What follows belongs to an exercise in optimizing a design on an open flow for small area, a short achievable clock period and few clock cycles; a production flow would make more cautious choices.
Where RTL was checked, it was by simulation tests only, not by an equivalence proof against the original.
For run 5, only the layout was checked, not whether the RTL still works.
In runs 3 to 6 the design's own scripts or RTL, not TritonCTS, make the clock network.
The flow treats the clock pin as an ideal source. Dropping or thinning the clock tree relies on that and would not hold on a real chip.

==> design/flow/design.v <==
`timescale 1ns/10ps
module ELA(clk, rst, ready, in_data, data_rd, req, wen, addr, data_wr, done);
	input				clk;
	input				rst;
	input				ready;
	input		[7:0]	in_data;
	input		[7:0]	data_rd;
	output 	reg			req;
	output 	reg			wen;
	output 	reg	[12:0]	addr;
	output 	reg	[7:0]	data_wr;
	output 	reg			done;
localparam S_IDLE = 3'd0, S_ARR = 3'd1, S_PRO = 3'd2, S_TRI = 3'd3, S_DONE = 3'd4;
reg [2:0] st;
reg [1:0] sub;
wire [4:0] R = addr[12:8];
wire       o = addr[7];
wire [6:0] C = addr[6:0];
wire arr  = (st == S_ARR);
wire pro  = (st == S_PRO);
wire tri_ = (st == S_TRI);
wire arr_end  = arr & (C == 7'd126);
wire last_arr = arr_end & (R != 5'd0);                
wire tri_end  = tri_ & (sub == 2'd2) & (C == 7'd1);   
always @(posedge clk or posedge rst) begin
  if (rst) begin
    st <= S_IDLE; sub <= 2'd0;
    req <= 1'b0; wen <= 1'b0; done <= 1'b0;
  end else begin
    req <= 1'b0;
    case (st)
      S_IDLE: if (ready) begin st <= S_ARR; req <= 1'b1; end
      S_ARR: begin
        if (last_arr) st <= S_PRO;
        else if (arr_end) req <= 1'b1;
      end
      S_PRO: begin
        sub <= sub + 2'd1;
        if (sub == 2'd3) st <= S_TRI;
      end
      S_TRI: begin
        sub <= (sub == 2'd2) ? 2'd0 : sub + 2'd1;
        if (tri_end) begin
          if (R == 5'd31) st <= S_DONE;
          else begin st <= S_ARR; req <= 1'b1; end
        end
      end
      default: ;
    endcase
    wen  <= (arr & ~last_arr) | (pro & sub == 2'd1) |
            (tri_ & sub == 2'd0 & C != 7'd1) | tri_end;
    done <= (st == S_DONE);
  end
end
reg [4:0] dR;
reg [6:0] dC;
reg       nO;
always @(*) begin
  dR = 5'd0; dC = 7'd0; nO = o;
  case (st)
    S_ARR: begin
      dC = last_arr ? 7'd2 : 7'd1;
      if (req) begin dR = {4'd0, 1'b1} + {4'd0, o}; nO = 1'b0; end
    end
    S_PRO: case (sub)
      2'd0: dR = -5'd1;
      2'd1: begin dR = 5'd1; dC = -7'd1; end
      2'd2: dC = 7'd2;
      default: dR = -5'd1;
    endcase
    S_TRI: case (sub)
      2'd0: begin dC = -7'd2; nO = 1'b1; end
      2'd1: begin dR = 5'd1; dC = 7'd3; nO = 1'b0; end
      default: begin
        dR = -5'd1;
        if (C == 7'd1) begin dC = -7'd2; nO = 1'b1; end
      end
    endcase
    default: ;
  endcase
end
always @(posedge clk) begin
  if (st == S_IDLE) addr <= {5'd31, 1'b0, 7'd127};
  else addr <= {R + dR, nO, C + dC};
end
reg [7:0] UA, UB, LA, LB, LC;
reg [7:0] dq, aq, bestd;
wire u_ld = (tri_ & (sub == 2'd0)) | (pro & (sub == 2'd1));
wire l_ld = (tri_ & (sub == 2'd2)) | (pro & (sub == 2'd0 | sub == 2'd3));
wire [8:0] dif = {1'b0, UA} - {1'b0, LA};
wire [8:0] sum = {1'b0, UA} + {1'b0, LA};
wire lt = dq < bestd;
wire le = dq <= bestd;
wire take = tri_ & ((sub == 2'd1) |
                    (sub == 2'd2 & (C == 7'd1 | C == 7'd2 | le)) |
                    (sub == 2'd0 & C != 7'd2 & lt));
always @(posedge clk) begin
  dq <= dif[8] ? -dif[7:0] : dif[7:0];
  aq <= sum[8:1];
  if (take) bestd <= dq;
  if (arr) data_wr <= in_data;
  else if (take) data_wr <= aq;
  UA <= UB;
  UB <= u_ld ? data_rd : UA;
  if (l_ld) LA <= data_rd;
  else begin LA <= LB; LB <= LC; LC <= LA; end
end
endmodule
==> design/flow/flow/run.sh <==
#!/bin/bash
export BUFFER_PORTS_ARGS="-buffer_cell sky130_fd_sc_hd__buf_2"
export CTS_ARGS="-sink_clustering_enable -repair_clock_nets -dont_use_dummy_load -sink_clustering_size 110 -sink_clustering_max_diameter 1000 -sink_buffer_max_cap_derate 1.0 -buf_list sky130_fd_sc_hd__clkbuf_16"
bash standard.sh > standard.log 2>&1
==> design/flow/standard.sh <==
#!/bin/bash
# synth_recipe.tcl (not shown) runs the flow's synth.tcl, then flattens the netlist and writes it again
# the make line also repeats each setting of config.mk as NAME=value (left out here)
make -C /OpenROAD-flow-scripts/flow DESIGN_CONFIG=/design/flow/config.mk WORK_HOME=/design/flow/orfs CLKGATE_MAP_FILE= SYNTH_SCRIPT=/design/flow/synth_recipe.tcl "${@:-finish}"
==> design/flow/config.mk <==
export PLATFORM = sky130hd
export DESIGN_NAME = ELA
export DESIGN_NICKNAME = ELA
export VERILOG_FILES = /design/flow/design.v
export SDC_FILE = /design/flow/constraint.sdc
export NUM_CORES = 4
export LEC_CHECK = 0
export CAP_MARGIN = 40
export CORE_MARGIN = 2
export CORE_UTILIZATION = 50
export GPL_ROUTABILITY_DRIVEN = 1
export PLACE_DENSITY = 0.6
export SLEW_MARGIN = 40
==> design/flow/constraint.sdc <==
create_clock -name core_clock -period 13.0 [get_ports {clk}]
set_input_delay 2.6000 -clock core_clock [delete_from_list [all_inputs] [get_ports {clk}]]
set_output_delay 2.6000 -clock core_clock [all_outputs]
set_load 0.01 [all_outputs]
==> metrics.sh, run 1 <==
STATUS='finished clean'
SYNTH.LARGEST_AREA_CELL='sky130_fd_sc_hd__dfxtp_1'
AVGROUTEDWIREPERCELL_UM=14.4
PLACED_CELL_AREA_UM2=4810
POSTSYNTHNETCOUNT=472
FINISH.UTILIZATION_PCT=57.8
IO_BUFFER_COUNT=42
REPORT.FINAL.SLEW_VIOL_COUNT=0
FINAL.SETUP_SKEW_NS=0.0174
INITIAL_UTILIZATION_PCT=51.4
POSTROUTEWIRELENGTH_MM=8.06
CTS_RESIZED=0
SYNTH_CELLS=408
CP.ARRIVAL_NS=1.06
YS_WARNINGS=1
GRT_USE_TOTAL_PCT=17.5
CLK_TRANSITION_REPORTED_PATHS_NS=0.07
CLOCK_TREE.BUFFER_DEPTH=2
GLOBAL_ROUTE_WIRE_LENGTH_BEFORE_REPAIR_MM=13.5
INSERTION_DELAY_NS=0.33
CPPEAKSTAGEDELAY_NS=0.53
TIMING.CRITICAL_PATH.MAX_DELAY_FAMILY='flip-flops'
LAYOUT-DRIVE-GT1-SHARE_PCT=18.6
YOSYS_REGISTER_BITS=93
DETAILEDPLACEMENTHPWL_MM=6.12
CTS_ROOT_BUF='sky130_fd_sc_hd__clkbuf_16'
SETUP_SLACK_NS=9.34
SETUP_VIOLS_FINAL=0
POSTSYNTHAREAPERCELL_UM2=11.0
CRITPATHLAUNCHTYPE='flop'
BUF_INV_STAGES_CRIT_PATH=1
CP_MAX_FO=8
GRT_START_MAX_NET_PINS=17
TIMING.CRITICAL_PATH.FROM='addr[6]'
NUMBER_OF_TOP_LEVEL_DESIGN_PORTS=43
FINAL_HOLD_VIOL_COUNT=0
WORSTSETUPENDPOINTTYPE='primary output'
FINAL.SETUP.TNS_NS=0
DIEHEIGHT_UM=98.7
MAX_CAP_VIOL_COUNT=0
POST_DRT_VIA_CELL_RATIO=5.19
POST-SYNTH-TOP-AREA-FRACTION_PCT=23.7
CHIPWIDTH_UM=98.7
DRT_FIRST_PASS_ITERS=4
WORST-R2R-SETUP-SLACK_NS=9.75
DETAIL_ROUTE.DRC_VIOLATIONS=0
PLACEABLECOREAREA_UM2=8720
GRT_PASS1_VIAS=2975
CRITICAL_PATH_REQUIRED_NS=10.40
YS_TOP_CELLS_BY_AREA='sky130_fd_sc_hd__dfxtp_1, sky130_fd_sc_hd__edfxtp_1, sky130_fd_sc_hd__ha_1'
CRIT_PATH_CELL_COUNT=1
FINAL_NET_COUNT=517
AREA_DELTA_SYNTH_FINAL_PCT=12.4
CTS_MADE_BUFFERS=9
PLACE_CONGESTION=0.898
FINALINSTANCEAREA_UM2=5040
YS_TYPES=48
WORST_SETUP_PATH_ENDPOINT='addr[6]'
DIEAREA_UM2=9740
SYNTH_TOP_FLOP_CELL='sky130_fd_sc_hd__dfxtp_1'
WORSTREGTOREGCELLS=11
SYNTH.YOSYS.SEQ_AREA_SHARE_PCT=49.6
POSTSYNTH.ASYNCRESETSHARE_PCT=8.60
WORST_MAX_SLEW_PIN_SLEW_NS=0.592
RSZ0062_AT_GRT='no'
NETLIST_AREA_UM2=4480
HOLD_PATH_CLASS='flop to flop'
NUMBER_OF_ENABLE_FLIP_FLOP_CELLS_AFTER_SYNTHESIS=32
CRITICAL_PATH.REG2REG.STARTPOINT='addr[2]'
INITIALDRTVIOLATIONCOUNT=159
LAYOUT_WORST_PATH_CYCLE_SHARE_PCT=28.1
FINALCRITICALPERIOD_NS=3.66
NUMBER_OF_LEVELS_IN_THE_CLOCK_H_TREE=3
SYNTH.CELLS.MOST_FREQUENT='sky130_fd_sc_hd__dfxtp_1, sky130_fd_sc_hd__ha_1, sky130_fd_sc_hd__inv_1'
GRT_ANTENNA_BEFORE_REPAIR=0
TRITONCTS_CLOCK_TREE='built'
ANTENNA_CELLS=0
CRIT_PATH_TOP_DELAY_CELL='sky130_fd_sc_hd__dfxtp_1'
HOLDBUFCOUNTCTS=0
VIAS=2901
TRITONCTS_NUM_SINKS=93
WORST_MAX_SLEW_MARGIN_EXPRESSED_RELATIVE_TO_THE_LIMIT_PCT=60.5
GRT-OVFL-TOTAL=0
YOSYS.CELL_COUNT.TOP_TYPE='sky130_fd_sc_hd__dfxtp_1'
ROWS=34
WORSTPATHCELLLIST='buf_2'
PLACE_WORST_SETUP_SLACK_NS=9.70
POST_CTS_BUFFERS=0
RR_ENDPOINT='addr[6]'
POST_DETAILED_ROUTE_COUNT_OF_ANTENNA_VIOLATING_NETS=0
CLOCK.FMAX_MHz=273
SETUP.WORST_PATH.CLASS='flop to primary output'
sequential cells by signal, summed over array words and instances, names as in the netlist, 2 cells and up:
register and flops:
LB 8, UB 8, LA 8, data_wr 8, aq 8, UA 8
bestd 8, dq 8, st 3, addr 13, LC 8, sub 2
layout make-up:
class / instances / area, um2
Fill cell: 754 / 3680
Sequential cell: 93 / 2220
Multi-Input combinational cell: 267 / 2090
Clock buffer: 9 / 225
Timing Repair Buffer: 43 / 218
Inverter: 39 / 146
Tap cell: 108 / 135
per-layer routing:
layer / wire (um) / track usage, %
met4: 95 / 6.11
met2: 3990 / 30.0
met1: 3650 / 21.7
met5: 0 / 0
met3: 322 / 4.33
layout by cell type (no fill, tap or decap), types with 3 or more instances in the layout:
cell type                   synthesis  routed
sky130_fd_sc_hd__inv_1             39      39
sky130_fd_sc_hd__o21bai_1           5       5
sky130_fd_sc_hd__xor2_1             9       9
sky130_fd_sc_hd__dfrtp_1            8       8
sky130_fd_sc_hd__a21o_1             5       5
sky130_fd_sc_hd__ha_1              41      41
sky130_fd_sc_hd__nor2b_1            5       5
sky130_fd_sc_hd__a221oi_1           3       3
sky130_fd_sc_hd__nand2_1           22      22
sky130_fd_sc_hd__nand3_1            3       3
sky130_fd_sc_hd__clkbuf_16          0       9
sky130_fd_sc_hd__o21a_1             3       3
sky130_fd_sc_hd__nor3_1             9       9
sky130_fd_sc_hd__a211oi_1           3       3
sky130_fd_sc_hd__edfxtp_1          32      32
sky130_fd_sc_hd__buf_2              2      42
sky130_fd_sc_hd__mux2i_1            3       3
sky130_fd_sc_hd__dfxtp_1           53      53
sky130_fd_sc_hd__nor2_1            33      32
sky130_fd_sc_hd__fa_1               4       4
sky130_fd_sc_hd__a21oi_1           20      20
sky130_fd_sc_hd__mux2_2            23      23
sky130_fd_sc_hd__xnor2_1           16      16
sky130_fd_sc_hd__nand2b_1          12      12
sky130_fd_sc_hd__and3_1             3       3
sky130_fd_sc_hd__o21ai_0           17      17
kinds of logic (layout without fill, tap and decap cells):
| group | count (synthesis) | after routing | share of synthesized area (%) |
|---|---|---|---|
| DFF | 93 | 93 | 49.6 |
| and+or+nand+nor | 95 | 95 | 10.5 |
| buffers and inverters | 48 | 91 | 4.16 |
| adders and majority gates | 45 | 45 | 13.2 |
| xor gates and xnor gates | 25 | 25 | 4.88 |
| muxes | 26 | 26 | 6.45 |
| AOI/OAI and AO/OA | 76 | 76 | 11.2 |
per-stage QoR:
step / hold WS, ns / instances
final: 0.312 / 559
after global routing: 0.335 / 559
after CTS: 0.317 / 559
after detailed placement: 0.315 / 550
after global placement: 0.311 / 550
after floorplan: 0.310 / 408
worst min-delay path by stage:
stage | startpoint | end | slack (ns) | depth (start not counted)
final | UB[5] | UA[5] | 0.31 | 0
after global routing | UB[5] | UA[5] | 0.34 | 0
after CTS | UB[5] | UA[5] | 0.32 | 0
after detailed placement | UB[7] | UA[7] | 0.31 | 0
after global placement | UB[7] | UA[7] | 0.31 | 0
after floorplan | UB[0] | UA[0] | 0.31 | 0
Testbench counts, summed over its fixed seeds: cycles 129,008.
==> run 2: changes to the inputs <==
==> design/flow/flow/run.sh (replaced) <==
#!/bin/bash
export BUFFER_PORTS_ARGS="-buffer_cell sky130_fd_sc_hd__buf_2"
export CTS_ARGS="-sink_clustering_enable -repair_clock_nets -dont_use_dummy_load -sink_clustering_size 110 -sink_clustering_max_diameter 1000 -sink_clustering_levels 1 -buf_list sky130_fd_sc_hd__clkbuf_16"
bash standard.sh > standard.log 2>&1
==> run 2 against run 1 <==
Clock-buffer cell count is the same; non-clock buffer count unchanged; maximum frequency did not move; critical path depth stayed put; register-to-register slack about the same; synthesized cell count unchanged; first-iteration DRC count unchanged; still clean.
==> metrics.sh, run 2 <==
FINISH.UTILIZATION_PCT=57.8  # unchanged
CRIT_PATH_TOP_DELAY_CELL='sky130_fd_sc_hd__dfxtp_1'
YS_TYPES=48  # unchanged
POSTROUTEWIRELENGTH_MM=8.06  # unchanged
PLACE_CONGESTION=0.898  # unchanged
YOSYS.CELL_COUNT.TOP_TYPE='sky130_fd_sc_hd__dfxtp_1'
CTS_ROOT_BUF='sky130_fd_sc_hd__clkbuf_16'
MAX_CAP_VIOL_COUNT=0  # unchanged
SETUP_SLACK_NS=9.34  # unchanged
DETAILEDPLACEMENTHPWL_MM=6.12  # unchanged
DIEAREA_UM2=9740  # unchanged
INSERTION_DELAY_NS=0.33  # about the same
TRITONCTS_CLOCK_TREE='built'
POSTSYNTHAREAPERCELL_UM2=11.0  # unchanged
GRT_ANTENNA_BEFORE_REPAIR=0  # unchanged
HOLD_WS_NS=0.312  # unchanged
NETLIST_AREA_UM2=4480  # unchanged
CP_MAX_FO=8  # unchanged
AVGROUTEDWIREPERCELL_UM=14.4  # unchanged
YS_WARNINGS=1  # unchanged
CP.ARRIVAL_NS=1.06  # about the same
CHIPWIDTH_UM=98.7  # unchanged
GRT-OVFL-TOTAL=0  # unchanged
FINAL.SETUP.TNS_NS=0  # unchanged
ANTENNA_CELLS=0  # unchanged
SETUP_VIOLS_FINAL=0  # unchanged
NUMBER_OF_ENABLE_FLIP_FLOP_CELLS_AFTER_SYNTHESIS=32  # unchanged
PLACED_CELL_AREA_UM2=4810  # unchanged
ROWS=34  # unchanged
SYNTH.YOSYS.SEQ_AREA_SHARE_PCT=49.6  # unchanged
MULTI_INPUT_AREA_UM2=2090  # unchanged
POST-SYNTH-TOP-AREA-FRACTION_PCT=23.7  # unchanged
DP.CELLS=550  # unchanged
GRT_USE_TOTAL_PCT=17.5  # unchanged
NFILLCELLS=754  # unchanged
GLOBAL_ROUTE_WIRE_LENGTH_BEFORE_REPAIR_MM=13.5  # unchanged
IO_BUFFER_COUNT=42  # unchanged
LAYOUT_COMMON_CELLS='sky130_fd_sc_hd__dfxtp_1, sky130_fd_sc_hd__buf_2, sky130_fd_sc_hd__ha_1'
WORST_MAX_SLEW_PIN_SLEW_NS=0.592  # unchanged
GRT_PASS1_VIAS=2975  # unchanged
FIN_CELLS=559  # unchanged
LAYOUT-DRIVE-GT1-SHARE_PCT=18.6  # unchanged
SYNTH_TOP_FLOP_CELL='sky130_fd_sc_hd__dfxtp_1'
POST_DRT_VIA_CELL_RATIO=5.19  # unchanged
POST_DETAILED_ROUTE_COUNT_OF_ANTENNA_VIOLATING_NETS=0  # unchanged
YS_TOP_CELLS_BY_AREA='sky130_fd_sc_hd__dfxtp_1, sky130_fd_sc_hd__edfxtp_1, sky130_fd_sc_hd__ha_1'
REPORT.FINAL.SLEW_VIOL_COUNT=0  # unchanged
POSTSYNTHNETCOUNT=472  # unchanged
CPPEAKSTAGEDELAY_NS=0.53  # about the same
INITIAL_UTILIZATION_PCT=51.4  # unchanged
LAYOUT_WORST_PATH_CYCLE_SHARE_PCT=28.1  # unchanged
LARGEST_REGISTER_FFS=13  # unchanged
CLOCK_TREE.BUFFER_DEPTH=2  # unchanged
NUMBER_OF_TOP_LEVEL_DESIGN_PORTS=43  # unchanged
LAYOUT_COMMONEST_CELL='sky130_fd_sc_hd__dfxtp_1'
PLACE_WORST_SETUP_SLACK_NS=9.70  # unchanged
HOLD_PATH_CLASS='flop to flop'
STATUS='finished clean'
FINAL_HOLD_VIOL_COUNT=0  # unchanged
BUF_INV_STAGES_CRIT_PATH=1  # unchanged
SEQUENTIAL_CELL_AREA_UM2=2220  # unchanged
CRITICAL_PATH_REQUIRED_NS=10.40  # about the same
YOSYS_REGISTER_BITS=93  # unchanged
INITIALDRTVIOLATIONCOUNT=159  # unchanged
PLACEABLECOREAREA_UM2=8720  # unchanged
SYNTH_CELLS=408  # unchanged
WORSTSETUPENDPOINTTYPE='primary output'
NUMBER_OF_LEVELS_IN_THE_CLOCK_H_TREE=3  # unchanged
POSTSYNTH.ASYNCRESETSHARE_PCT=8.60  # unchanged
SYNTH.CELLS.MOST_FREQUENT='sky130_fd_sc_hd__dfxtp_1, sky130_fd_sc_hd__ha_1, sky130_fd_sc_hd__inv_1'
WORST_MAX_SLEW_MARGIN_EXPRESSED_RELATIVE_TO_THE_LIMIT_PCT=60.5  # unchanged
FINAL.SETUP_SKEW_NS=0.0174  # unchanged
DETAIL_ROUTE.DRC_VIOLATIONS=0  # unchanged
FINALCRITICALPERIOD_NS=3.66  # unchanged
SETUP.WORST_PATH.CLASS='flop to primary output'
TRITONCTS_NUM_SINKS=93  # unchanged
CLK_TRANSITION_REPORTED_PATHS_NS=0.07  # about the same
CTS_MADE_BUFFERS=9  # unchanged
CRITPATHLAUNCHTYPE='flop'
HOLDBUFCOUNTCTS=0  # unchanged
CLOCK.FMAX_MHz=273  # unchanged
FINALINSTANCEAREA_UM2=5040  # unchanged
VIAS=2901  # unchanged
AREA_DELTA_SYNTH_FINAL_PCT=12.4  # unchanged
DIEHEIGHT_UM=98.7  # unchanged
WORSTPATHCELLLIST='buf_2'
TIMING.CRITICAL_PATH.MAX_DELAY_FAMILY='flip-flops'
RSZ0062_AT_GRT='no'
CTS_RESIZED=0  # unchanged
FINAL_NET_COUNT=517  # unchanged
POST_CTS_BUFFERS=0  # unchanged
DRT_FIRST_PASS_ITERS=4  # unchanged
TOP_REGISTER='addr'
GRT_START_MAX_NET_PINS=17  # unchanged
SYNTH.LARGEST_AREA_CELL='sky130_fd_sc_hd__dfxtp_1'
## run 2: cell counts in the layout (fill, tap and decap cells not counted)
No cell type changed its count.
## run 2: final timing paths
check                      startpoint       to  slack, ns  cells after the start
max                           addr[6]  addr[6]       9.34                      1
min                             UB[5]    UA[5]       0.31                      0
max reg2reg                   addr[2]  addr[6]       9.75                     11
min reg2reg                     UB[5]    UA[5]       0.31                      0
max in group asynchronous         rst   sub[1]      10.52                      2
min in group asynchronous         rst      req       2.22                      2
## run 2: final cells by class
class / instances / area share (%)
Sequential cell: 93 / 44.1
Inverter: 39 / 2.91
Multi-Input combinational cell: 267 / 41.5
Tap cell: 108 / 2.68
Clock buffer: 9 / 4.47
Timing Repair Buffer: 43 / 4.32
## run 2: layer usage
metal	global-route usage [%]	vias up	part of all wire (%)
li1	-	1503	-
met1	21.7	1338	45
met2	30.0	52	49
met3	4.33	8	4.0
met4	6.11	0	1.2
met5	0	-	0
## run 2: cell families after synthesis
group,after synthesis,share of synthesized area [%]
AND/OR/NAND/NOR,95,10.5
buffers and inverters,48,4.16
AO/OA/AOI/OAI,76,11.2
XOR/XNOR,25,4.88
flip-flops,93,49.6
multiplexers,26,6.45
adder cells (fa/ha/maj),45,13.2
==> run 3: changes to the inputs <==
==> design/flow/flow/run.sh (replaced) <==
#!/bin/bash
# The standard layout with two changes:
#  - port buffers are buf_2 cells (BUFFER_PORTS_ARGS);
#  - the clock tree is one level: the clock port drives four clkbuf_16 cells,
#    each driving the flip-flops of one quarter of the die
#    (flow/cts.tcl), instead of TritonCTS's two-level H-tree.
# Each tool's output goes to a log file of its own in this folder.
set -euo pipefail
export BUFFER_PORTS_ARGS="-buffer_cell sky130_fd_sc_hd__buf_2"
bash standard.sh place > place.log 2>&1
RES=$PWD/orfs/results/$FLOW_PLATFORM/ELA/base
RES=$RES openroad -no_init -exit flow/cts.tcl > cts.log 2>&1
cp $RES/4_1_cts.odb $RES/4_cts.odb
cp $RES/4_cts.sdc.tmp $RES/4_cts.sdc
bash standard.sh finish > finish.log 2>&1
==> design/flow/flow/cts.tcl (new file) <==
# One-level clock tree: split the clock sinks into four quadrant groups, give each
# group a clkbuf_16 at its centroid, legalize, and write the CTS results that
# the rest of the ORFS flow reads.
set plat $::env(FLOW_HOME)/platforms/$::env(FLOW_PLATFORM)
read_liberty $plat/lib/sky130_fd_sc_hd__tt_025C_1v80.lib
read_db $::env(RES)/3_place.odb
read_sdc $::env(RES)/3_place.sdc
source $plat/setRC.tcl

set db [ord::get_db]
set block [ord::get_db_block]
set master [$db findMaster sky130_fd_sc_hd__clkbuf_16]
set clk [$block findNet clk]
set sinks {}
foreach it [$clk getITerms] {
  set inst [$it getInst]
  set bb [$inst getBBox]
  lappend sinks [list [expr {([$bb xMin] + [$bb xMax]) / 2}] [expr {([$bb yMin] + [$bb yMax]) / 2}] $it]
}
# groups: split by x into two halves, then each half by y into two
set sinks [lsort -integer -index 0 $sinks]
set n [llength $sinks]
set h [expr {$n / 2}]
set groups {}
foreach half [list [lrange $sinks 0 [expr {$h - 1}]] [lrange $sinks $h end]] {
  set half [lsort -integer -index 1 $half]
  set m [llength $half]
  set q [expr {$m / 2}]
  lappend groups [lrange $half 0 [expr {$q - 1}]] [lrange $half $q end]
}
puts "clock sinks: $n"
set g 0
foreach grp $groups {
  set sx 0; set sy 0
  foreach s $grp { incr sx [lindex $s 0]; incr sy [lindex $s 1] }
  set cx [expr {$sx / [llength $grp]}]
  set cy [expr {$sy / [llength $grp]}]
  set buf [odb::dbInst_create $block $master "clkbuf_leaf_$g"]
  set net [odb::dbNet_create $block "clknet_leaf_$g"]
  $net setSigType CLOCK
  foreach s $grp {
    set it [lindex $s 2]
    $it disconnect
    $it connect $net
  }
  [$buf findITerm A] connect $clk
  [$buf findITerm X] connect $net
  $buf setLocation $cx $cy
  $buf setPlacementStatus PLACED
  puts "buffer $g: [llength $grp] sinks at $cx $cy"
  incr g
}
$clk setSigType CLOCK
set_propagated_clock [all_clocks]
detailed_placement
estimate_parasitics -placement
report_clock_skew
repair_timing -hold -verbose
detailed_placement
check_placement -verbose
report_checks -path_delay max -group_path_count 3 -format end
write_db $::env(RES)/4_1_cts.odb
write_sdc -no_timestamp $::env(RES)/4_cts.sdc.tmp
==> run 3 against run 2 <==
Via count fell by 1.5%; worst setup slack better by 0.18 ns; synthesized cell count unchanged; sequential cell count stayed put; global-route usage down 1.6 points; highest routed layer unchanged.
==> metrics.sh, run 3 <==
STATUS='finished clean'
YS_WARNINGS=1  # unchanged
WORSTSETUPENDPOINTTYPE='primary output'
WORST_MAX_SLEW_MARGIN_EXPRESSED_RELATIVE_TO_THE_LIMIT_PCT=60.5  # about the same
SYNTH.LARGEST_AREA_CELL='sky130_fd_sc_hd__dfxtp_1'
INITIALDRTVIOLATIONCOUNT=103  # -35%
GRT_USE_TOTAL_PCT=16.0  # -1.6 points
AREA_DELTA_SYNTH_FINAL_PCT=9.57
CLK_TRANSITION_REPORTED_PATHS_NS=0.09  # +0.02 ns
LAYOUT_COMMON_CELLS='sky130_fd_sc_hd__dfxtp_1, sky130_fd_sc_hd__buf_2, sky130_fd_sc_hd__ha_1'
DIEAREA_UM2=9740  # unchanged
SYNTH_TOP_FLOP_CELL='sky130_fd_sc_hd__dfxtp_1'
DRT_FIRST_PASS_ITERS=4  # unchanged
CP.ARRIVAL_NS=0.87  # -0.19 ns
FINALCRITICALPERIOD_NS=3.47  # -0.183 ns
GRT_PASS1_VIAS=2909  # -2.2%
LAYOUT_WORST_PATH_CYCLE_SHARE_PCT=26.7  # -1.4 points
PLACE_WORST_SETUP_SLACK_NS=9.70  # unchanged
RSZ0062_AT_GRT='no'
YS_TYPES=48  # unchanged
NFILLCELLS=762  # +1.1%
DETAIL_ROUTE.DRC_VIOLATIONS=0  # unchanged
POST-SYNTH-TOP-AREA-FRACTION_PCT=23.7  # unchanged
DETAILEDPLACEMENTHPWL_MM=6.12  # unchanged
FINAL.SETUP.TNS_NS=0  # unchanged
POST_DRT_VIA_CELL_RATIO=5.16  # -0.63%
NUMBER_OF_ENABLE_FLIP_FLOP_CELLS_AFTER_SYNTHESIS=32  # unchanged
CRIT_PATH_TOP_DELAY_CELL='sky130_fd_sc_hd__dfxtp_1'
CPPEAKSTAGEDELAY_NS=0.52  # about the same
LARGEST_REGISTER_FFS=13  # unchanged
SETUP_SLACK_NS=9.53  # +0.183 ns
FINAL_HOLD_VIOL_COUNT=0  # unchanged
FINAL_NET_COUNT=512  # -0.97%
CRITPATHLAUNCHTYPE='flop'
CRITICAL_PATH_REQUIRED_NS=10.40  # about the same
LAYOUT-DRIVE-GT1-SHARE_PCT=17.7  # -0.91 points
MAX_CAP_VIOL_COUNT=0  # unchanged
SYNTH_CELLS=408  # unchanged
REPORT.FINAL.SLEW_VIOL_COUNT=0  # unchanged
POST_DETAILED_ROUTE_COUNT_OF_ANTENNA_VIOLATING_NETS=0  # unchanged
TIMING.CRITICAL_PATH.MAX_DELAY_FAMILY='flip-flops'
NETLIST_AREA_UM2=4480  # unchanged
BUF_INV_STAGES_CRIT_PATH=1  # unchanged
WORSTPATHCELLLIST='buf_2'
ANTENNA_CELLS=0  # unchanged
VIAS=2857  # -1.5%
PLACED_CELL_AREA_UM2=4810  # unchanged
YOSYS_REGISTER_BITS=93  # unchanged
FINAL.SETUP_SKEW_NS=0.00811  # -0.00931 ns
SYNTH.YOSYS.SEQ_AREA_SHARE_PCT=49.6  # unchanged
PLACE_CONGESTION=0.898  # unchanged
GRT-OVFL-TOTAL=0  # unchanged
SETUP.WORST_PATH.CLASS='flop to primary output'
LAYOUT_COMMONEST_CELL='sky130_fd_sc_hd__dfxtp_1'
HOLD_PATH_CLASS='flop to flop'
GLOBAL_ROUTE_WIRE_LENGTH_BEFORE_REPAIR_MM=13.0  # -3.2%
INSERTION_DELAY_NS=0.16  # -0.17 ns
YOSYS.CELL_COUNT.TOP_TYPE='sky130_fd_sc_hd__dfxtp_1'
NUMBER_OF_TOP_LEVEL_DESIGN_PORTS=43  # unchanged
CHIPWIDTH_UM=98.7  # unchanged
POSTSYNTHAREAPERCELL_UM2=11.0  # unchanged
DIEHEIGHT_UM=98.7  # unchanged
YS_TOP_CELLS_BY_AREA='sky130_fd_sc_hd__dfxtp_1, sky130_fd_sc_hd__edfxtp_1, sky130_fd_sc_hd__ha_1'
POSTSYNTH.ASYNCRESETSHARE_PCT=8.60  # unchanged
WORST_MAX_SLEW_PIN_SLEW_NS=0.592  # +0.000825 ns
POSTROUTEWIRELENGTH_MM=7.80  # -3.2%
TOP_REGISTER='addr'
ROWS=34  # unchanged
POSTSYNTHNETCOUNT=472  # unchanged
SYNTH.CELLS.MOST_FREQUENT='sky130_fd_sc_hd__dfxtp_1, sky130_fd_sc_hd__ha_1, sky130_fd_sc_hd__inv_1'
CLOCK.FMAX_MHz=288  # +5.3%
GRT_ANTENNA_BEFORE_REPAIR=0  # unchanged
CP_MAX_FO=8  # unchanged
SETUP_VIOLS_FINAL=0  # unchanged
FINALINSTANCEAREA_UM2=4910  # -2.5%
GRT_START_MAX_NET_PINS=25  # +8
FINISH.UTILIZATION_PCT=56.3  # -1.4 points
INITIAL_UTILIZATION_PCT=51.4  # unchanged
AVGROUTEDWIREPERCELL_UM=14.1  # -2.4%
IO_BUFFER_COUNT=42  # unchanged
PLACEABLECOREAREA_UM2=8720  # unchanged
==> run 3: cell types whose count changed in the layout (fill, tap and decap cells not counted) <==
cell | previous run | this run
sky130_fd_sc_hd__clkbuf_16 | 9 | 4
==> run 3: routing by layer <==
| layer | share of wire (%) | GRT usage (%) | wire [um] | vias up |
|---|---|---|---|---|
| met1 | 45 | 20.3 | 3470 | 1309 |
| met4 | 1.7 | 2.21 | 136 | 0 |
| li1 | - | - | - | 1491 |
| met3 | 3.5 | 1.56 | 275 | 7 |
| met2 | 50 | 30.0 | 3910 | 50 |
| met5 | 0 | 0 | 0 | - |
==> run 3: final timing paths <==
path / from / to / slack (ns) / cells past startpoint
worst min register to register: UB[2] / UA[2] / 0.33 / 0
max in group asynchronous: rst / st[2] / 10.37 / 2
worst max-delay path: addr[6] / addr[6] / 9.53 / 1
worst min-delay path: UB[2] / UA[2] / 0.33 / 0
min in group asynchronous: rst / sub[1] / 2.38 / 2
worst max register to register: addr[2] / addr[6] / 9.73 / 11
==> run 3: cell type report <==
type,count,area (um2),area share [%]
Timing Repair Buffer,43,218,4.43
Tap cell,108,135,2.75
Sequential cell,93,2220,45.2
Multi-Input combinational cell,267,2090,42.6
Inverter,39,146,2.98
Buffer,4,100,2.04
==> run 3: logic make-up (layout without fill, tap and decap cells) <==
| family | after synthesis | after routing | synth area share, % |
|---|---|---|---|
| buf+inv | 48 | 86 | 4.16 |
| simple gates | 95 | 95 | 10.5 |
| flops | 93 | 93 | 49.6 |
| fa+ha+maj | 45 | 45 | 13.2 |
| mux | 26 | 26 | 6.45 |
| xor+xnor | 25 | 25 | 4.88 |
| compound gates | 76 | 76 | 11.2 |
==> run 3: per-stage QoR <==
stage / hold slack [ns] / cells
after floorplan: 0.310 / 408
after global placement: 0.311 / 550
after detailed placement: 0.315 / 550
after global routing: 0.347 / 554
final: 0.333 / 554
==> run 4: changes to the inputs <==
--- a/design/flow/flow/cts.tcl
+++ b/design/flow/flow/cts.tcl
@@ -10,4 +10,21 @@
 set db [ord::get_db]
 set block [ord::get_db_block]
+
+# Flip-flops that drive an output port's buffer and also internal logic get
+# the 4x drive strength of their cell, so the output path stays short.
+foreach bt [$block getBTerms] {
+  if {[$bt getIoType] ne "OUTPUT"} continue
+  set obuf [[lindex [[$bt getNet] getITerms] 0] getInst]
+  set q [[$obuf findITerm A] getNet]
+  foreach it [$q getITerms] {
+    if {![$it isOutputSignal]} continue
+    set ff [$it getInst]
+    set mname [[$ff getMaster] getName]
+    if {[llength [$q getITerms]] > 2 && [regexp {^(sky130_fd_sc_hd__df[a-z]+p)_1$} $mname -> base]} {
+      puts "upsize [$ff getName] $mname -> ${base}_4"
+      $ff swapMaster [$db findMaster ${base}_4]
+    }
+  }
+}
 set master [$db findMaster sky130_fd_sc_hd__clkbuf_16]
 set clk [$block findNet clk]
==> run 4 against run 3 <==
Register-to-register slack improved by 0.02 ns; synthesized area unchanged; final area increased by 1.1%; via count increased by 0.14%; worst setup slack improved by 0.063 ns; sequential cell count unchanged; synthesized cell count unchanged; global-route usage increased by 0.070 points; critical path type unchanged; critical endpoint is now req; highest routed layer unchanged.
==> metrics.sh, run 4 <==
WORST_MAX_SLEW_MARGIN_EXPRESSED_RELATIVE_TO_THE_LIMIT_PCT=59.7  # -0.72 points
DRT_FIRST_PASS_ITERS=4  # unchanged
FINAL.SETUP_SKEW_NS=0.00827  # +0.000157 ns
FIN_CELLS=554  # unchanged
ROWS=34  # unchanged
VIAS=2861  # +0.14%
SYNTH.YOSYS.SEQ_AREA_SHARE_PCT=49.6  # unchanged
NETLIST_AREA_UM2=4480  # unchanged
POSTSYNTH.ASYNCRESETSHARE_PCT=8.60  # unchanged
GRT_PASS1_VIAS=2899  # -0.34%
AVGROUTEDWIREPERCELL_UM=14.1  # +0.53%
SYNTH_TOP_FLOP_CELL='sky130_fd_sc_hd__dfxtp_1'
POST_DRT_VIA_CELL_RATIO=5.16  # +0.14%
BUF_INV_STAGES_CRIT_PATH=1  # unchanged
DP.CELLS=550  # unchanged
SYNTH.LARGEST_AREA_CELL='sky130_fd_sc_hd__dfxtp_1'
CRITPATHLAUNCHTYPE='flop'
DETAIL_ROUTE.DRC_VIOLATIONS=0  # unchanged
INSERTION_DELAY_NS=0.15  # about the same
IO_BUFFER_COUNT=42  # unchanged
LAYOUT_COMMON_CELLS='sky130_fd_sc_hd__buf_2, sky130_fd_sc_hd__ha_1, sky130_fd_sc_hd__dfxtp_1'
CHIPWIDTH_UM=98.7  # unchanged
STATUS='finished clean'
FINAL_HOLD_VIOL_COUNT=0  # unchanged
WORSTPATHCELLLIST='buf_2'
MAX_CAP_VIOL_COUNT=0  # unchanged
RSZ0062_AT_GRT='no'
ANTENNA_CELLS=0  # unchanged
POST_DETAILED_ROUTE_COUNT_OF_ANTENNA_VIOLATING_NETS=0  # unchanged
CRIT_PATH_TOP_DELAY_CELL='sky130_fd_sc_hd__dfrtp_4'
LAYOUT_COMMONEST_CELL='sky130_fd_sc_hd__buf_2'
YS_TOP_CELLS_BY_AREA='sky130_fd_sc_hd__dfxtp_1, sky130_fd_sc_hd__edfxtp_1, sky130_fd_sc_hd__ha_1'
REPORT.FINAL.SLEW_VIOL_COUNT=0  # unchanged
GLOBAL_ROUTE_WIRE_LENGTH_BEFORE_REPAIR_MM=13.1  # +0.31%
PLACED_CELL_AREA_UM2=4810  # unchanged
CP_MAX_FO=4  # -4
CPPEAKSTAGEDELAY_NS=0.51  # about the same
LARGEST_REGISTER_FFS=13  # unchanged
PLACEABLECOREAREA_UM2=8720  # unchanged
DIEAREA_UM2=9740  # unchanged
NUMBER_OF_ENABLE_FLIP_FLOP_CELLS_AFTER_SYNTHESIS=32  # unchanged
SYNTH_CELLS=408  # unchanged
CRITICAL_PATH_REQUIRED_NS=10.40  # about the same
WORSTSETUPENDPOINTTYPE='primary output'
CLK_TRANSITION_REPORTED_PATHS_NS=0.09  # about the same
POSTSYNTHAREAPERCELL_UM2=11.0  # unchanged
CLOCK.FMAX_MHz=293  # +1.9%
LAYOUT-DRIVE-GT1-SHARE_PCT=20.9  # +3.1 points
YS_TYPES=48  # unchanged
NUMBER_OF_TOP_LEVEL_DESIGN_PORTS=43  # unchanged
WORST_MAX_SLEW_PIN_SLEW_NS=0.603  # +0.0102 ns
POSTROUTEWIRELENGTH_MM=7.84  # +0.53%
YS_WARNINGS=1  # unchanged
INITIALDRTVIOLATIONCOUNT=84  # -18%
HOLD_PATH_CLASS='flop to flop'
PLACE_CONGESTION=0.898  # unchanged
POSTSYNTHNETCOUNT=472  # unchanged
CP.ARRIVAL_NS=0.81  # -0.06 ns
TIMING.CRITICAL_PATH.MAX_DELAY_FAMILY='flip-flops'
TOP_REGISTER='addr'
GRT-OVFL-TOTAL=0  # unchanged
SETUP_VIOLS_FINAL=0  # unchanged
INITIAL_UTILIZATION_PCT=51.4  # unchanged
LAYOUT_WORST_PATH_CYCLE_SHARE_PCT=26.2  # -0.49 points
DIEHEIGHT_UM=98.7  # unchanged
POST-SYNTH-TOP-AREA-FRACTION_PCT=23.7  # unchanged
GRT_USE_TOTAL_PCT=16.0  # +0.070 points
FINALCRITICALPERIOD_NS=3.41  # -0.0632 ns
YOSYS.CELL_COUNT.TOP_TYPE='sky130_fd_sc_hd__dfxtp_1'
GRT_START_MAX_NET_PINS=25  # unchanged
AREA_DELTA_SYNTH_FINAL_PCT=10.7
SETUP.WORST_PATH.CLASS='flop to primary output'
SYNTH.CELLS.MOST_FREQUENT='sky130_fd_sc_hd__dfxtp_1, sky130_fd_sc_hd__ha_1, sky130_fd_sc_hd__inv_1'
GRT_ANTENNA_BEFORE_REPAIR=0  # unchanged
DETAILEDPLACEMENTHPWL_MM=6.12  # unchanged
FINAL_NET_COUNT=512  # unchanged
YOSYS_REGISTER_BITS=93  # unchanged
FINAL.SETUP.TNS_NS=0  # unchanged
FINALINSTANCEAREA_UM2=4960  # +1.1%
==> run 4: final timing paths <==
check / slack [ns] / end / start / depth (start not counted)
setup / recovery: 9.59 / req / req / 1
hold / removal: 0.33 / UA[2] / UB[2] / 0
setup reg to reg: 9.75 / addr[6] / addr[2] / 11
hold reg to reg: 0.33 / UA[2] / UB[2] / 0
max in group asynchronous: 10.33 / req / rst / 2
min in group asynchronous: 2.38 / done / rst / 2
==> run 4: cell families after synthesis <==
kind of cell,after synthesis,share of synthesized area (%)
flops,93,49.6
mux,26,6.45
simple gates,95,10.5
buf+inv,48,4.16
xor+xnor,25,4.88
compound gates,76,11.2
fa+ha+maj,45,13.2
==> run 4: cell type report <==
type	count	area, um2
fill	756	3760
sequential	93	2270
multi-input combinational	267	2090
timing repair buffer	43	218
inverter	39	146
tap	108	135
buffer	4	100
==> run 4: worst register-to-register path: cells and delay by family (launching register included) <==
family,cells,cell delay [ns]
fa+ha+maj,1,0.30
xor+xnor,1,0.16
simple gates,4,1.21
compound gates,5,1.09
flops,1,0.36
==> run 4: metrics by stage <==
step	hold slack, ns	setup slack [ns]	utilization, %
floorplan	0.310	9.90	-
global placement	0.311	9.61	55.0
detailed placement	0.315	9.70	55.2
global route	0.347	9.46	56.9
finish	0.333	9.59	56.9
==> run 4: layer usage <==
metal | share of wire, % | GRT usage, % | wire length (um)
met1 | 44 | 20.5 | 3480
met2 | 50 | 30.1 | 3920
met3 | 3.9 | 1.56 | 304
met4 | 1.7 | 2.21 | 136
met5 | 0 | 0 | 0
==> run 5: changes to the inputs <==
--- a/design/flow/design.v
+++ b/design/flow/design.v
@@ -61,5 +61,5 @@
     S_ARR: begin
       dC = last_arr ? 7'd2 : 7'd1;
-      if (req) begin dR = {4'd0, 1'b1} + {4'd0, o}; nO = 1'b0; end
+      if (C == 7'd127) begin dR = {4'd0, 1'b1} + {4'd0, o}; nO = 1'b0; end
     end
     S_PRO: case (sub)
--- a/design/flow/flow/cts.tcl
+++ b/design/flow/flow/cts.tcl
@@ -12,5 +12,5 @@
 
 # Flip-flops that drive an output port's buffer and also internal logic get
-# the 4x drive strength of their cell, so the output path stays short.
+# the 2x drive strength of their cell, so the output path stays short.
 foreach bt [$block getBTerms] {
   if {[$bt getIoType] ne "OUTPUT"} continue
@@ -22,6 +22,6 @@
     set mname [[$ff getMaster] getName]
     if {[llength [$q getITerms]] > 2 && [regexp {^(sky130_fd_sc_hd__df[a-z]+p)_1$} $mname -> base]} {
-      puts "upsize [$ff getName] $mname -> ${base}_4"
-      $ff swapMaster [$db findMaster ${base}_4]
+      puts "upsize [$ff getName] $mname -> ${base}_2"
+      $ff swapMaster [$db findMaster ${base}_2]
     }
   }
==> run 5 against run 4 <==
Clock skew is 0.00062 ns higher; critical path depth is 12 higher; sequential cell count stayed put; final cell count is 0.90% higher; global-route usage is 0.42 points higher; largest cell class unchanged.
==> metrics.sh, run 5 <==
DIEAREA_UM2=9790  # +0.56%
DETAIL_ROUTE.DRC_VIOLATIONS=0  # unchanged
BUF_INV_STAGES_CRIT_PATH=1  # unchanged
RSZ0062_AT_GRT='no'
FINALCRITICALPERIOD_NS=3.53  # +0.121 ns
GLOBAL_ROUTE_WIRE_LENGTH_BEFORE_REPAIR_MM=13.5  # +2.9%
CHIPWIDTH_UM=99.0  # +0.28%
WORST_MAX_SLEW_PIN_SLEW_NS=0.641  # +0.0382 ns
CLK_TRANSITION_REPORTED_PATHS_NS=0.09  # about the same
DIEHEIGHT_UM=99.0  # +0.28%
CP_MAX_FO=15  # +11
FINALINSTANCEAREA_UM2=4960  # -0.18%
CRITICAL_PATH_REQUIRED_NS=13.05  # +2.65 ns
FINISH.UTILIZATION_PCT=56.8  # -0.10 points
PLACE_CONGESTION=0.921  # +2.5%
INITIALDRTVIOLATIONCOUNT=74  # -12%
LAYOUT_COMMONEST_CELL='sky130_fd_sc_hd__inv_1'
SYNTH_TOP_FLOP_CELL='sky130_fd_sc_hd__dfxtp_1'
NETLIST_AREA_UM2=4510  # +0.59%
STATUS='finished clean'
SETUP_VIOLS_FINAL=0  # unchanged
GRT_START_MAX_NET_PINS=25  # unchanged
NFILLCELLS=764  # +1.1%
POSTSYNTHAREAPERCELL_UM2=10.9  # -0.63%
SETUP.WORST_PATH.CLASS='flop to flop'
DP.CELLS=555  # +0.91%
GRT_USE_TOTAL_PCT=16.5  # +0.42 points
WORST_HOLD_STARTPOINT='UB[3]'
FINAL.SETUP_SKEW_NS=0.00888  # +0.000615 ns
SEQUENTIAL_CELL_AREA_UM2=2240  # -1.6%
FINAL_NET_COUNT=517  # +0.98%
WORSTSETUPENDPOINTTYPE='flop'
DETAILEDPLACEMENTHPWL_MM=6.32  # +3.3%
REPORT.FINAL.SLEW_VIOL_COUNT=0  # unchanged
SYNTH.LARGEST_AREA_CELL='sky130_fd_sc_hd__dfxtp_1'
GRT-OVFL-TOTAL=0  # unchanged
POSTSYNTH.ASYNCRESETSHARE_PCT=8.60  # unchanged
GRT_PASS1_VIAS=2822  # -2.7%
CRIT_PATH_TOP_DELAY_CELL='sky130_fd_sc_hd__dfrtp_1'
LAYOUT_WORST_PATH_CYCLE_SHARE_PCT=27.2  # +0.93 points
AREA_DELTA_SYNTH_FINAL_PCT=9.91
POST_DETAILED_ROUTE_COUNT_OF_ANTENNA_VIOLATING_NETS=0  # unchanged
HOLD_PATH_CLASS='flop to flop'
SYNTH_CELLS=413  # +1.2%
TOP_REGISTER='addr'
SYNTH.CELLS.MOST_FREQUENT='sky130_fd_sc_hd__dfxtp_1, sky130_fd_sc_hd__inv_1, sky130_fd_sc_hd__ha_1'
MAX_CAP_VIOL_COUNT=0  # unchanged
YS_WARNINGS=1  # unchanged
WORST_MAX_SLEW_MARGIN_EXPRESSED_RELATIVE_TO_THE_LIMIT_PCT=57.2  # -2.5 points
ROWS=34  # unchanged
TIMING.CRITICAL_PATH.FROM='st[0]'
VIAS=2902  # +1.4%
CPPEAKSTAGEDELAY_NS=0.62  # +0.11 ns
ANTENNA_CELLS=0  # unchanged
TIMING.CRITICAL_PATH.MAX_DELAY_FAMILY='simple AND/OR/NAND/NOR gates'
POST-SYNTH-TOP-AREA-FRACTION_PCT=23.5  # -0.14 points
POST_DRT_VIA_CELL_RATIO=5.19  # +0.53%
FINAL.SETUP.TNS_NS=0  # unchanged
NUMBER_OF_ENABLE_FLIP_FLOP_CELLS_AFTER_SYNTHESIS=32  # unchanged
WORSTPATHCELLLIST='nand2b_1 > nor2_2 > nand2_1 > o21ai_0 > ha_1 > inv_1 > fa_1 > nor2b_1 > o21ai_0 > a2111oi_0 > a211oi_1 > mux2i_1 > o21a_1'
YS_TOP_CELLS_BY_AREA='sky130_fd_sc_hd__dfxtp_1, sky130_fd_sc_hd__edfxtp_1, sky130_fd_sc_hd__ha_1'
CRITICAL_PATH.REG2REG.STARTPOINT='st[0]'
PLACE_WORST_SETUP_SLACK_NS=9.50  # -0.194 ns
CP.ARRIVAL_NS=3.59  # +2.78 ns
DRT_FIRST_PASS_ITERS=4  # unchanged
LAYOUT_COMMON_CELLS='sky130_fd_sc_hd__inv_1, sky130_fd_sc_hd__buf_2, sky130_fd_sc_hd__ha_1'
LAYOUT-DRIVE-GT1-SHARE_PCT=21.3  # +0.43 points
GRT_ANTENNA_BEFORE_REPAIR=0  # unchanged
HOLD_WS_NS=0.331  # -0.00219 ns
YOSYS.CELL_COUNT.TOP_TYPE='sky130_fd_sc_hd__dfxtp_1'
FINAL_HOLD_VIOL_COUNT=0  # unchanged
POSTSYNTHNETCOUNT=477  # +1.1%
FIN_CELLS=559  # +0.90%
PLACEABLECOREAREA_UM2=8720  # unchanged
INITIAL_UTILIZATION_PCT=51.7  # +0.30 points
NUMBER_OF_TOP_LEVEL_DESIGN_PORTS=43  # unchanged
CRITPATHMOSTFREQUENTCELL='sky130_fd_sc_hd__o21ai_0'
CRITPATHLAUNCHTYPE='flop'
SYNTH.YOSYS.SEQ_AREA_SHARE_PCT=49.3  # -0.29 points
SETUP_SLACK_NS=9.47  # -0.121 ns
MULTI_INPUT_AREA_UM2=2090  # about the same
PLACED_CELL_AREA_UM2=4840  # +0.57%
YS_TYPES=50  # +4.2%
INSERTION_DELAY_NS=0.16  # about the same
LARGEST_REGISTER_FFS=13  # unchanged
CLOCK.FMAX_MHz=283  # -3.4%
IO_BUFFER_COUNT=42  # unchanged
AVGROUTEDWIREPERCELL_UM=14.3  # +1.2%
POSTROUTEWIRELENGTH_MM=8.00  # +2.1%
YOSYS_REGISTER_BITS=93  # unchanged
run 5: changes by cell type after synthesis, moves of 3 or more:
cell                       previous run  this run
sky130_fd_sc_hd__a221oi_1             3         0
sky130_fd_sc_hd__inv_1               39        46
sky130_fd_sc_hd__nand3_1              3         6
sky130_fd_sc_hd__nor2_1              33        29
sky130_fd_sc_hd__nor3_1               9         3
run 5: cell type report:
cell class	instances	share of cell area, %
Buffer	4	2.02
Inverter	46	3.48
Multi-Input combinational cell	265	42.2
Sequential cell	93	45.2
Tap cell	108	2.73
Timing Repair Buffer	43	4.39
run 5: metal layers:
layer,up-vias,share of wire (%),GRT usage [%]
li1,1507,-,-
met1,1346,45,21.6
met2,42,51,30.9
met3,7,2.7,0.851
met4,0,0.90,1.90
met5,-,0,0
run 5: path summary, 6_finish.rpt:
| kind | to | slack [ns] | depth (start not counted) |
|---|---|---|---|
| worst min register to register | UA[3] | 0.33 | 0 |
| max in group asynchronous | st[0] | 10.39 | 2 |
| worst max register to register | addr[6] | 9.47 | 13 |
| worst max-delay path | addr[6] | 9.47 | 13 |
| min in group asynchronous | sub[1] | 2.37 | 2 |
| worst min-delay path | UA[3] | 0.33 | 0 |
run 5: cells by family after synthesis:
logic type               synth area share [%]
AO/OA/AOI/OAI                            11.3
adder cells (fa/ha/maj)                  13.2
XOR/XNOR                                 4.47
flip-flops                               49.3
AND/OR/NAND/NOR                          9.93
multiplexers                             7.13
buffers and inverters                    4.69
==> run 6: changes to the inputs <==
==> design/flow/design.v (replaced) <==
`timescale 1ns/10ps
module ELA(clk, rst, ready, in_data, data_rd, req, wen, addr, data_wr, done);
	input				clk;
	input				rst;
	input				ready;
	input		[7:0]	in_data;
	input		[7:0]	data_rd;
	output 	reg			req;
	output 	reg			wen;
	output 	reg	[12:0]	addr;
	output 	reg	[7:0]	data_wr;
	output 	reg			done;
reg idle, arr, pro, tri_, dne;
reg [1:0] sub;
wire [4:0] R = addr[12:8];
wire       o = addr[7];
wire [6:0] C = addr[6:0];
wire arr_end  = arr & (C == 7'd126);
wire last_arr = arr_end & (R != 5'd0);                
wire tri_end  = tri_ & (sub == 2'd2) & (C == 7'd1);   
always @(posedge clk or posedge rst) begin
  if (rst) begin
    idle <= 1'b1; arr <= 1'b0; pro <= 1'b0; tri_ <= 1'b0; dne <= 1'b0;
    sub <= 2'd0;
    req <= 1'b0; wen <= 1'b0; done <= 1'b0;
  end else begin
    req <= 1'b0;
    if (idle & ready) begin idle <= 1'b0; arr <= 1'b1; req <= 1'b1; end
    if (arr) begin
      if (last_arr) begin arr <= 1'b0; pro <= 1'b1; end
      else if (arr_end) req <= 1'b1;
    end
    if (pro) begin
      sub <= sub + 2'd1;
      if (sub == 2'd3) begin pro <= 1'b0; tri_ <= 1'b1; end
    end
    if (tri_) begin
      sub <= (sub == 2'd2) ? 2'd0 : sub + 2'd1;
      if (tri_end) begin
        tri_ <= 1'b0;
        if (R == 5'd31) dne <= 1'b1;
        else begin arr <= 1'b1; req <= 1'b1; end
      end
    end
    wen  <= (arr & ~last_arr) | (pro & sub == 2'd1) |
            (tri_ & sub == 2'd0 & C != 7'd1) | tri_end;
    done <= dne;
  end
end
reg [4:0] dR;
reg [6:0] dC;
reg       nO;
always @(*) begin
  dR = 5'd0; dC = 7'd0; nO = o;
  if (arr) begin
    dC = last_arr ? 7'd2 : 7'd1;
    if (C == 7'd127) begin dR = {4'd0, 1'b1} + {4'd0, o}; nO = 1'b0; end
  end
  if (pro) case (sub)
    2'd0: dR = -5'd1;
    2'd1: begin dR = 5'd1; dC = -7'd1; end
    2'd2: dC = 7'd2;
    default: dR = -5'd1;
  endcase
  if (tri_) case (sub)
    2'd0: begin dC = -7'd2; nO = 1'b1; end
    2'd1: begin dR = 5'd1; dC = 7'd3; nO = 1'b0; end
    default: begin
      dR = -5'd1;
      if (C == 7'd1) begin dC = -7'd2; nO = 1'b1; end
    end
  endcase
end
always @(posedge clk) begin
  if (idle) addr <= {5'd31, 1'b0, 7'd127};
  else addr <= {R + dR, nO, C + dC};
end
reg [7:0] UA, UB, LA, LB, LC;
reg [7:0] dq, aq, bestd;
wire u_ld = (tri_ & (sub == 2'd0)) | (pro & (sub == 2'd1));
wire l_ld = (tri_ & (sub == 2'd2)) | (pro & (sub == 2'd0 | sub == 2'd3));
wire [8:0] dif = {1'b0, UA} - {1'b0, LA};
wire [8:0] sum = {1'b0, UA} + {1'b0, LA};
wire lt = dq < bestd;
wire le = dq <= bestd;
wire take = tri_ & ((sub == 2'd1) |
                    (sub == 2'd2 & (C == 7'd1 | C == 7'd2 | le)) |
                    (sub == 2'd0 & C != 7'd2 & lt));
always @(posedge clk) begin
  dq <= dif[8] ? -dif[7:0] : dif[7:0];
  aq <= sum[8:1];
  if (take) bestd <= dq;
  if (arr) data_wr <= in_data;
  else if (take) data_wr <= aq;
  UA <= UB;
  UB <= u_ld ? data_rd : UA;
  if (l_ld) LA <= data_rd;
  else begin LA <= LB; LB <= LC; LC <= LA; end
end
endmodule
--- a/design/flow/flow/cts.tcl
+++ b/design/flow/flow/cts.tcl
@@ -12,5 +12,5 @@
 
 # Flip-flops that drive an output port's buffer and also internal logic get
-# the 2x drive strength of their cell, so the output path stays short.
+# the 4x drive strength of their cell, so the output path stays short.
 foreach bt [$block getBTerms] {
   if {[$bt getIoType] ne "OUTPUT"} continue
@@ -22,6 +22,6 @@
     set mname [[$ff getMaster] getName]
     if {[llength [$q getITerms]] > 2 && [regexp {^(sky130_fd_sc_hd__df[a-z]+p)_1$} $mname -> base]} {
-      puts "upsize [$ff getName] $mname -> ${base}_2"
-      $ff swapMaster [$db findMaster ${base}_2]
+      puts "upsize [$ff getName] $mname -> ${base}_4"
+      $ff swapMaster [$db findMaster ${base}_4]
     }
   }
==> run 6 against run 5 <==
Still clean; maximum frequency grew 6.6%; final area down 0.58%; sequential cell count grew 2; register-to-register slack better by 0.29 ns; die area decreased by 0.34%; sequential share of layout area up 2.0 points; worst setup slack better by 0.22 ns; highest routed layer unchanged.
==> metrics.sh, run 6 <==
STATUS='finished clean'
FINAL_NET_COUNT=508  # -1.7%
SYNTH.CELLS.MOST_FREQUENT='sky130_fd_sc_hd__dfxtp_1, sky130_fd_sc_hd__ha_1, sky130_fd_sc_hd__nand2_1'
YS_WARNINGS=1  # unchanged
POST-SYNTH-TOP-AREA-FRACTION_PCT=23.6  # +0.085 points
PLACE_CONGESTION=0.832  # -9.7%
POST_DRT_VIA_CELL_RATIO=5.22  # +0.54%
SYNTH_TOP_FLOP_CELL='sky130_fd_sc_hd__dfxtp_1'
AREA_DELTA_SYNTH_FINAL_PCT=9.66
CHIPWIDTH_UM=98.8  # -0.17%
FINAL_HOLD_VIOL_COUNT=0  # unchanged
SYNTH.LARGEST_AREA_CELL='sky130_fd_sc_hd__dfxtp_1'
DETAILEDPLACEMENTHPWL_MM=6.00  # -5.1%
ANTENNA_CELLS=0  # unchanged
GLOBAL_ROUTE_WIRE_LENGTH_BEFORE_REPAIR_MM=13.2  # -2.0%
LAYOUT_COMMON_CELLS='sky130_fd_sc_hd__buf_2, sky130_fd_sc_hd__dfxtp_1, sky130_fd_sc_hd__ha_1'
NUMBER_OF_TOP_LEVEL_DESIGN_PORTS=43  # unchanged
PLACEABLECOREAREA_UM2=8720  # unchanged
YS_TYPES=55  # +10%
WORSTPATHCELLLIST='buf_2'
DRT_FIRST_PASS_ITERS=4  # unchanged
INITIALDRTVIOLATIONCOUNT=119  # +61%
CRIT_PATH_TOP_DELAY_CELL='sky130_fd_sc_hd__edfxtp_1'
POSTSYNTH.ASYNCRESETSHARE_PCT=10.5  # +1.9 points
LAYOUT_WORST_PATH_CYCLE_SHARE_PCT=25.5  # -1.7 points
CRITICAL_PATH_REQUIRED_NS=10.40  # -2.65 ns
FINALCRITICALPERIOD_NS=3.31  # -0.218 ns
AVGROUTEDWIREPERCELL_UM=14.0  # -2.3%
HOLD_PATH_CLASS='flop to flop'
YOSYS.CELL_COUNT.TOP_TYPE='sky130_fd_sc_hd__dfxtp_1'
SYNTH.YOSYS.SEQ_AREA_SHARE_PCT=50.6  # +1.3 points
WORSTSETUPENDPOINTTYPE='primary output'
MAX_CAP_VIOL_COUNT=0  # unchanged
BUF_INV_STAGES_CRIT_PATH=1  # unchanged
NUMBER_OF_ENABLE_FLIP_FLOP_CELLS_AFTER_SYNTHESIS=32  # unchanged
INITIAL_UTILIZATION_PCT=51.5  # -0.19 points
RSZ0062_AT_GRT='no'
GRT_ANTENNA_BEFORE_REPAIR=0  # unchanged
NETLIST_AREA_UM2=4490  # -0.36%
TIMING.CRITICAL_PATH.MAX_DELAY_FAMILY='flip-flops'
VIAS=2876  # -0.90%
CLK_TRANSITION_REPORTED_PATHS_NS=0.09  # about the same
SYNTH_CELLS=407  # -1.5%
DETAIL_ROUTE.DRC_VIOLATIONS=0  # unchanged
POSTSYNTHNETCOUNT=470  # -1.5%
LARGEST_REGISTER_FFS=13  # unchanged
CP_MAX_FO=1  # -14
INSERTION_DELAY_NS=0.16  # about the same
GRT-OVFL-TOTAL=0  # unchanged
SETUP_VIOLS_FINAL=0  # unchanged
CP.ARRIVAL_NS=0.71  # -2.88 ns
FINAL.SETUP_SKEW_NS=0.00917  # +0.000291 ns
DIEHEIGHT_UM=98.8  # -0.17%
YOSYS_REGISTER_BITS=95  # +2.2%
ROWS=34  # unchanged
CLOCK.FMAX_MHz=302  # +6.6%
LAYOUT_COMMONEST_CELL='sky130_fd_sc_hd__buf_2'
POSTSYNTHAREAPERCELL_UM2=11.0  # +1.1%
POST_DETAILED_ROUTE_COUNT_OF_ANTENNA_VIOLATING_NETS=0  # unchanged
IO_BUFFER_COUNT=42  # unchanged
GRT_START_MAX_NET_PINS=25  # unchanged
REPORT.FINAL.SLEW_VIOL_COUNT=0  # unchanged
SETUP.WORST_PATH.CLASS='flop to primary output'
GRT_PASS1_VIAS=2846  # +0.85%
WORST_MAX_SLEW_PIN_SLEW_NS=0.534  # -0.107 ns
POSTROUTEWIRELENGTH_MM=7.71  # -3.7%
GRT_USE_TOTAL_PCT=16.1  # -0.33 points
DIEAREA_UM2=9760  # -0.34%
CRITPATHLAUNCHTYPE='flop'
WORST_MAX_SLEW_MARGIN_EXPRESSED_RELATIVE_TO_THE_LIMIT_PCT=64.4  # +7.2 points
YS_TOP_CELLS_BY_AREA='sky130_fd_sc_hd__dfxtp_1, sky130_fd_sc_hd__edfxtp_1, sky130_fd_sc_hd__ha_1'
CPPEAKSTAGEDELAY_NS=0.40  # -0.22 ns
TOP_REGISTER='addr'
LAYOUT-DRIVE-GT1-SHARE_PCT=17.8  # -3.5 points
FINAL.SETUP.TNS_NS=0  # unchanged
## run 6: cell types whose count changed after synthesis, moves of 3 or more
cell | previous run | this run
sky130_fd_sc_hd__mux2_1 | 0 | 9
sky130_fd_sc_hd__inv_1 | 46 | 36
sky130_fd_sc_hd__a21oi_1 | 22 | 15
sky130_fd_sc_hd__o21ai_1 | 0 | 6
sky130_fd_sc_hd__xnor2_1 | 14 | 19
sky130_fd_sc_hd__mux2_2 | 25 | 8
sky130_fd_sc_hd__nor2_1 | 29 | 23
sky130_fd_sc_hd__o21bai_1 | 4 | 7
sky130_fd_sc_hd__o21ai_0 | 18 | 4
sky130_fd_sc_hd__nand2_1 | 20 | 39
sky130_fd_sc_hd__or2_2 | 0 | 4
## run 6: path summary, 6_finish.rpt
| kind | slack (ns) | cells past startpoint | endpoint | start |
|---|---|---|---|---|
| worst min register to register | 0.33 | 0 | UA[1] | UB[1] |
| worst max-delay path | 9.69 | 1 | data_wr[2] | data_wr[2] |
| worst min-delay path | 0.33 | 0 | UA[1] | UB[1] |
| max in group asynchronous | 10.28 | 2 | idle | rst |
| min in group asynchronous | 2.40 | 2 | pro | rst |
| worst max register to register | 9.76 | 14 | addr[6] | arr |
## run 6: final cells by class
type	count	area, um2
fillers	766	3790
inverters	38	143
plain buffers	4	100
flip-flops and latches	95	2320
repair buffers	42	210
multi-input cells	264	2020
well taps	108	135
## run 6: kinds of logic (layout without fill, tap and decap cells)
| kind of cell | count (synthesis) | after routing | share of synthesized area (%) |
|---|---|---|---|
| and+or+nand+nor | 110 | 110 | 12.4 |
| DFF | 95 | 95 | 50.6 |
| AOI/OAI and AO/OA | 64 | 64 | 9.55 |
| buffers and inverters | 48 | 84 | 4.51 |
| adders and majority gates | 44 | 44 | 12.9 |
| xor gates and xnor gates | 27 | 27 | 5.26 |
| muxes | 19 | 19 | 4.71 |
## run 6: metrics by stage
stage	hold slack (ns)	util, %	worst slack (ns)	instance area, um2	std cells
6_report	0.334	56.5	9.69	4930	551
5_1_grt	0.339	56.5	9.51	4930	551
3_5_place_dp	0.314	54.8	9.73	4780	547
3_3_place_gp	0.310	54.8	9.75	4780	547
2_1_floorplan	0.310	-	9.90	4490	407
## run 6: routing by layer
layer | GRT usage, % | vias up | wire [um]
met5 | 0 | - | 0
met4 | 2.53 | 0 | 133
met3 | 0.780 | 9 | 237
met2 | 30.1 | 47 | 4030
met1 | 21.0 | 1355 | 3310
li1 | - | 1465 | -
Testbench counts of run 6, summed over its fixed seeds: cycles 129,008.

-- what the ideal ports hide --
The flow's constraints put no driver on any port. The routed layouts listed below were extracted and timed again, unchanged, in two steps.
Step 1: set_driving_cell puts a clkbuf_16 on clk and a buf_2 on each other input, an assumption about the parent block.
Step 2, shift: input delay + t, output delay - t, t = (earliest + latest rising clock arrival at the registers) / 2. This alone moves slack from input paths to output paths.
a / b / c = ideal ports / drivers / drivers and shift; a / b = the first two.
| run | t, ns | slack for setup (ns) | hold slack, ns | clock arrival spread, ns | worst slew at a driven data input, ns |
|---|---|---|---|---|---|
| run 1 | 0.361 | 9.343 / 9.307 / 9.668 | 0.312 / 0.312 / 0.312 | 0.018 / 0.018 | 0.03 |
| run 2 | 0.361 | 9.343 / 9.307 / 9.668 | 0.312 / 0.312 / 0.312 | 0.018 / 0.018 | 0.03 |
| run 3 | 0.230 | 9.526 / 9.447 / 9.677 | 0.333 / 0.333 / 0.333 | 0.008 / 0.008 | 0.03 |
| run 4 | 0.230 | 9.589 / 9.510 / 9.740 | 0.333 / 0.333 / 0.333 | 0.009 / 0.008 | 0.03 |
| run 5 | 0.225 | 9.468 / 9.468 / 9.468 | 0.331 / 0.331 / 0.331 | 0.009 / 0.009 | 0.03 |
| run 6 | 0.230 | 9.686 / 9.609 / 9.757 | 0.334 / 0.334 / 0.334 | 0.009 / 0.010 | 0.04 |
After both steps every run listed still meets setup and hold.
